Source: an optimization exercise on an open RTL-to-GDS flow (aim: small area, a short achievable clock period and few clock cycles). Production flows keep margins and buffers that such runs may drop. Power figures rest on the tool's default switching activity, not on a simulated workload.

old:
==> flow/design.v <==
`timescale 1ns/1ps
module divider #(
    parameter XLEN_WIDTH = 32
)(
    input                   clk_i,
    input                   rst_i,
    input                   stall_i,
    input  logic [XLEN_WIDTH-1:0]      a_i,
    input  logic [XLEN_WIDTH-1:0]      b_i,
    input  logic            req_i,
    input  logic            kill_i,
    input  logic [ 1 : 0]   operation_sel_i,
    output logic [XLEN_WIDTH-1:0]      div_result_o,
    output logic            ready_o,
    output logic            result_valid_o
);
function automatic [5:0] clz32(input [31:0] x);
    reg [15:0] z1, c1;
    reg [7:0]  z2; reg [1:0] c2 [0:7];
    reg [3:0]  z3; reg [2:0] c3 [0:3];
    reg [1:0]  z4; reg [3:0] c4 [0:1];
    reg [4:0]  c5;
    integer i;
    begin
        for (i = 0; i < 16; i = i + 1) begin
            z1[i] = ~(x[2*i+1] | x[2*i]);
            c1[i] = ~x[2*i+1];
        end
        for (i = 0; i < 8; i = i + 1) begin
            z2[i] = z1[2*i+1] & z1[2*i];
            c2[i] = z1[2*i+1] ? {1'b1, c1[2*i]} : {1'b0, c1[2*i+1]};
        end
        for (i = 0; i < 4; i = i + 1) begin
            z3[i] = z2[2*i+1] & z2[2*i];
            c3[i] = z2[2*i+1] ? {1'b1, c2[2*i]} : {1'b0, c2[2*i+1]};
        end
        for (i = 0; i < 2; i = i + 1) begin
            z4[i] = z3[2*i+1] & z3[2*i];
            c4[i] = z3[2*i+1] ? {1'b1, c3[2*i]} : {1'b0, c3[2*i+1]};
        end
        c5 = z4[1] ? {1'b1, c4[0]} : {1'b0, c4[1]};
        clz32 = (z4[1] & z4[0]) ? 6'd32 : {1'b0, c5};
    end
endfunction
wire is_div    = ~operation_sel_i[1];
wire is_signed = ~operation_sel_i[0];
wire a_neg     = is_signed & a_i[31];
wire b_neg     = is_signed & b_i[31];
wire a_zero    = (a_i == 32'b0);
wire b_zero    = (b_i == 32'b0);
wire [31:0] abs_a = a_neg ? -a_i : a_i;
wire [31:0] abs_b = b_neg ? -b_i : b_i;
wire res_neg   = is_div ? (a_neg ^ b_neg) : a_neg;
wire a_pow2 = &(~a_i[30:0] | a_i[31:1]);
wire b_pow2 = &(~b_i[30:0] | b_i[31:1]);
wire [5:0] lz_a = clz32(a_i ^ {32{a_i[31]}}) - {5'b0, a_i[31] & a_pow2};
wire [5:0] lz_b = clz32(b_i ^ {32{b_i[31]}}) - {5'b0, b_i[31] & b_pow2};
wire [5:0] clz_a = (a_i[31] & ~is_signed) ? 6'd0 : lz_a;
wire [5:0] clz_b = (b_i[31] & ~is_signed) ? 6'd0 : lz_b;
wire [6:0] shamt = {1'b0, clz_b} - {1'b0, clz_a};
localparam S_IDLE  = 2'd0,
           S_SETUP = 2'd1,
           S_CALC  = 2'd2,
           S_FIX   = 2'd3;
reg [1:0] S;
reg [31:0] R;        
reg [31:0] D;        
reg [3:0]  cnt;      
reg        trivial;  
wire [33:0] t1 = {2'b0, R} - {2'b0, D};
wire [33:0] t2 = {2'b0, R} - {1'b0, D, 1'b0};
wire [34:0] cx = {3'b0, R};
wire [34:0] cy = ~{3'b0, D};
wire [34:0] cz = ~{2'b0, D, 1'b0};
wire [34:0] cs = cx ^ cy ^ cz;
wire [34:0] cc = (cx & cy) | (cx & cz) | (cy & cz);
wire [35:0] t3w = {cs, 1'b1} + {cc[33:0], 1'b1, 1'b1};
wire [34:0] t3 = t3w[35:1];
wire ge1 = ~t1[33];
wire ge2 = ~t2[33];
wire ge3 = ~t3[34];
wire [1:0] qd = {ge2, ge3 | (ge1 & ~ge2)};
wire [31:0] R_nx = ge3 ? t3[31:0] : ge2 ? t2[31:0] : ge1 ? t1[31:0] : R;
wire last        = (cnt == 4'd0);
wire start   = (S == S_IDLE) & req_i;
wire quick   = a_zero | b_zero;
wire [31:0] direct = is_div ? {32{b_zero}} : a_i;
wire done_setup = (S == S_SETUP) & trivial;
wire done_calc  = (S == S_CALC) & last & ~res_neg;
wire done_fix   = (S == S_FIX);
wire finish     = (start & quick) | done_setup | done_calc | done_fix;
always_ff @(posedge clk_i) begin
    if (rst_i)
        S <= S_IDLE;
    else if (kill_i)
        S <= S_IDLE;
    else case (S)
        S_IDLE:  S <= (req_i & ~quick) ? S_SETUP : S_IDLE;
        S_SETUP: S <= trivial ? S_IDLE : S_CALC;
        S_CALC:  S <= last ? (res_neg ? S_FIX : S_IDLE) : S_CALC;
        default: S <= S_IDLE;
    endcase
end
always_ff @(posedge clk_i) begin
    case (S)
        S_IDLE:  begin R <= abs_a; D <= abs_b; cnt <= shamt[4:1]; trivial <= shamt[6]; end
        S_SETUP: begin R <= R;     D <= D << {cnt, 1'b0}; cnt <= cnt; end
        default: begin R <= R_nx;  D <= D >> 2; cnt <= cnt - 4'd1; end
    endcase
end
always_ff @(posedge clk_i) begin
    if (start | (S == S_SETUP))
        div_result_o <= direct;
    else if (S == S_CALC)
        div_result_o <= (last & ~is_div) ? R_nx : {div_result_o[29:0], qd};
    else if (S == S_FIX)
        div_result_o <= -div_result_o;
end
always_ff @(posedge clk_i) begin
    if (rst_i) begin
        ready_o        <= 1'b1;
        result_valid_o <= 1'b0;
    end else begin
        ready_o        <= kill_i | ((S == S_IDLE) & ~req_i) | finish;
        result_valid_o <= ~kill_i & (finish | (stall_i & result_valid_o));
    end
end
endmodule
clock: 5.5 ns
lec_check: 0
cap_margin: 20
core_margin: 2
core_utilization: 45
place_density: 0.6
slew_margin: 20
run.sh (not shown) runs the stock make flow with config.mk's settings and CLKGATE_MAP_FILE= SYNTH_SCRIPT=/design/flow/synth_recipe.tcl, a recipe that flattens the netlist after the stock synthesis.
Inputs modified between old and new:
-- flow/design.v --
<<< old, line 16
);
function automatic [5:0] clz32(input [31:0] x);
    reg [15:0] z1, c1;
    reg [7:0]  z2; reg [1:0] c2 [0:7];
    reg [3:0]  z3; reg [2:0] c3 [0:3];
    reg [1:0]  z4; reg [3:0] c4 [0:1];
    reg [4:0]  c5;
    integer i;
    begin
        for (i = 0; i < 16; i = i + 1) begin
            z1[i] = ~(x[2*i+1] | x[2*i]);
            c1[i] = ~x[2*i+1];
        end
        for (i = 0; i < 8; i = i + 1) begin
            z2[i] = z1[2*i+1] & z1[2*i];
            c2[i] = z1[2*i+1] ? {1'b1, c1[2*i]} : {1'b0, c1[2*i+1]};
        end
        for (i = 0; i < 4; i = i + 1) begin
            z3[i] = z2[2*i+1] & z2[2*i];
            c3[i] = z2[2*i+1] ? {1'b1, c2[2*i]} : {1'b0, c2[2*i+1]};
        end
        for (i = 0; i < 2; i = i + 1) begin
            z4[i] = z3[2*i+1] & z3[2*i];
            c4[i] = z3[2*i+1] ? {1'b1, c3[2*i]} : {1'b0, c3[2*i+1]};
        end
        c5 = z4[1] ? {1'b1, c4[0]} : {1'b0, c4[1]};
        clz32 = (z4[1] & z4[0]) ? 6'd32 : {1'b0, c5};
    end
endfunction
>>> new, line 16
);
function automatic [5:0] clz32(input [31:0] x);
    integer i;
    reg found;
    begin
        clz32 = 6'd32;
        found = 1'b0;
        for (i = 31; i >= 0; i = i - 1)
            if (!found && x[i]) begin
                clz32 = 6'(31 - i);
                found = 1'b1;
            end
    end
endfunction
<<< old, line 54
wire a_pow2 = &(~a_i[30:0] | a_i[31:1]);
wire b_pow2 = &(~b_i[30:0] | b_i[31:1]);
wire [5:0] lz_a = clz32(a_i ^ {32{a_i[31]}}) - {5'b0, a_i[31] & a_pow2};
wire [5:0] lz_b = clz32(b_i ^ {32{b_i[31]}}) - {5'b0, b_i[31] & b_pow2};
wire [5:0] clz_a = (a_i[31] & ~is_signed) ? 6'd0 : lz_a;
wire [5:0] clz_b = (b_i[31] & ~is_signed) ? 6'd0 : lz_b;
wire [6:0] shamt = {1'b0, clz_b} - {1'b0, clz_a};
localparam S_IDLE  = 2'd0,
>>> new, line 39
wire a_pow2 = &(~a_i[30:0] | a_i[31:1]);
wire b_pow2 = &(~b_i[30:0] | b_i[31:1]);
wire [5:0] clz_a = clz32(a_neg ? ~a_i : a_i) - {5'b0, a_neg & a_pow2};
wire [5:0] clz_b = clz32(b_neg ? ~b_i : b_i) - {5'b0, b_neg & b_pow2};
wire [6:0] shamt = {1'b0, clz_b} - {1'b0, clz_a};
localparam S_IDLE  = 2'd0,
[summary]
old and new ended up with roughly the same fraction of the mapped netlist area in adder cells.
Diff old -> new: number of ordinary and repair buffers in the finished layout higher, total power lower, number of H-tree levels roughly the same.
Part of the power in the clock network in new is 0.4 points above old.
old → new: routability-driven placement congestion ratio fell by 2.7%, final area rose by 0.41%.
On cell count: between new and old, it ends up lower for new.
Inverter count (new vs. old) decreases by a little under 10%
Going from old to new, total wire length rose by about 1.4%; HPWL after detailed placement rose by about 0.9%.
Lower global-route track usage on met2 was reported by old, not new.
| peak supply drop | new vs old | worse |
old has higher area of combinational cells with multiple inputs than new.
No functional check of the RTL was part of any run of this note.

separate check: timing with driven ports:
The results above use ideal ports. As a check the final layouts listed here were re-extracted and re-timed, cells and wires unchanged.
Step 1 assumes that a clkbuf_16 drives the clock port and a buf_2 every other input.
Step 2, shift: input delay + t, output delay - t, t = (earliest + latest rising clock arrival at the registers) / 2. This alone moves slack from input paths to output paths.
Slacks: no drivers / after step 1 / after step 2; pairs: no drivers / after step 1.
| run | shift t [ns] | setup WS [ns] | worst setup path after step 2 | cell pins on the clock port's net |
|---|---|---|---|---|
| old | 0.426 | 0.483 / 0.507 / 0.081 | input to register | 1 |
| new | 0.441 | 0.388 / 0.388 / 0.063 | input to register | 1 |
After both steps setup and hold are still met in every run listed. The setup slack of old, which loses most, moves by +0.024 ns with the drivers and by -0.402 ns with both steps.
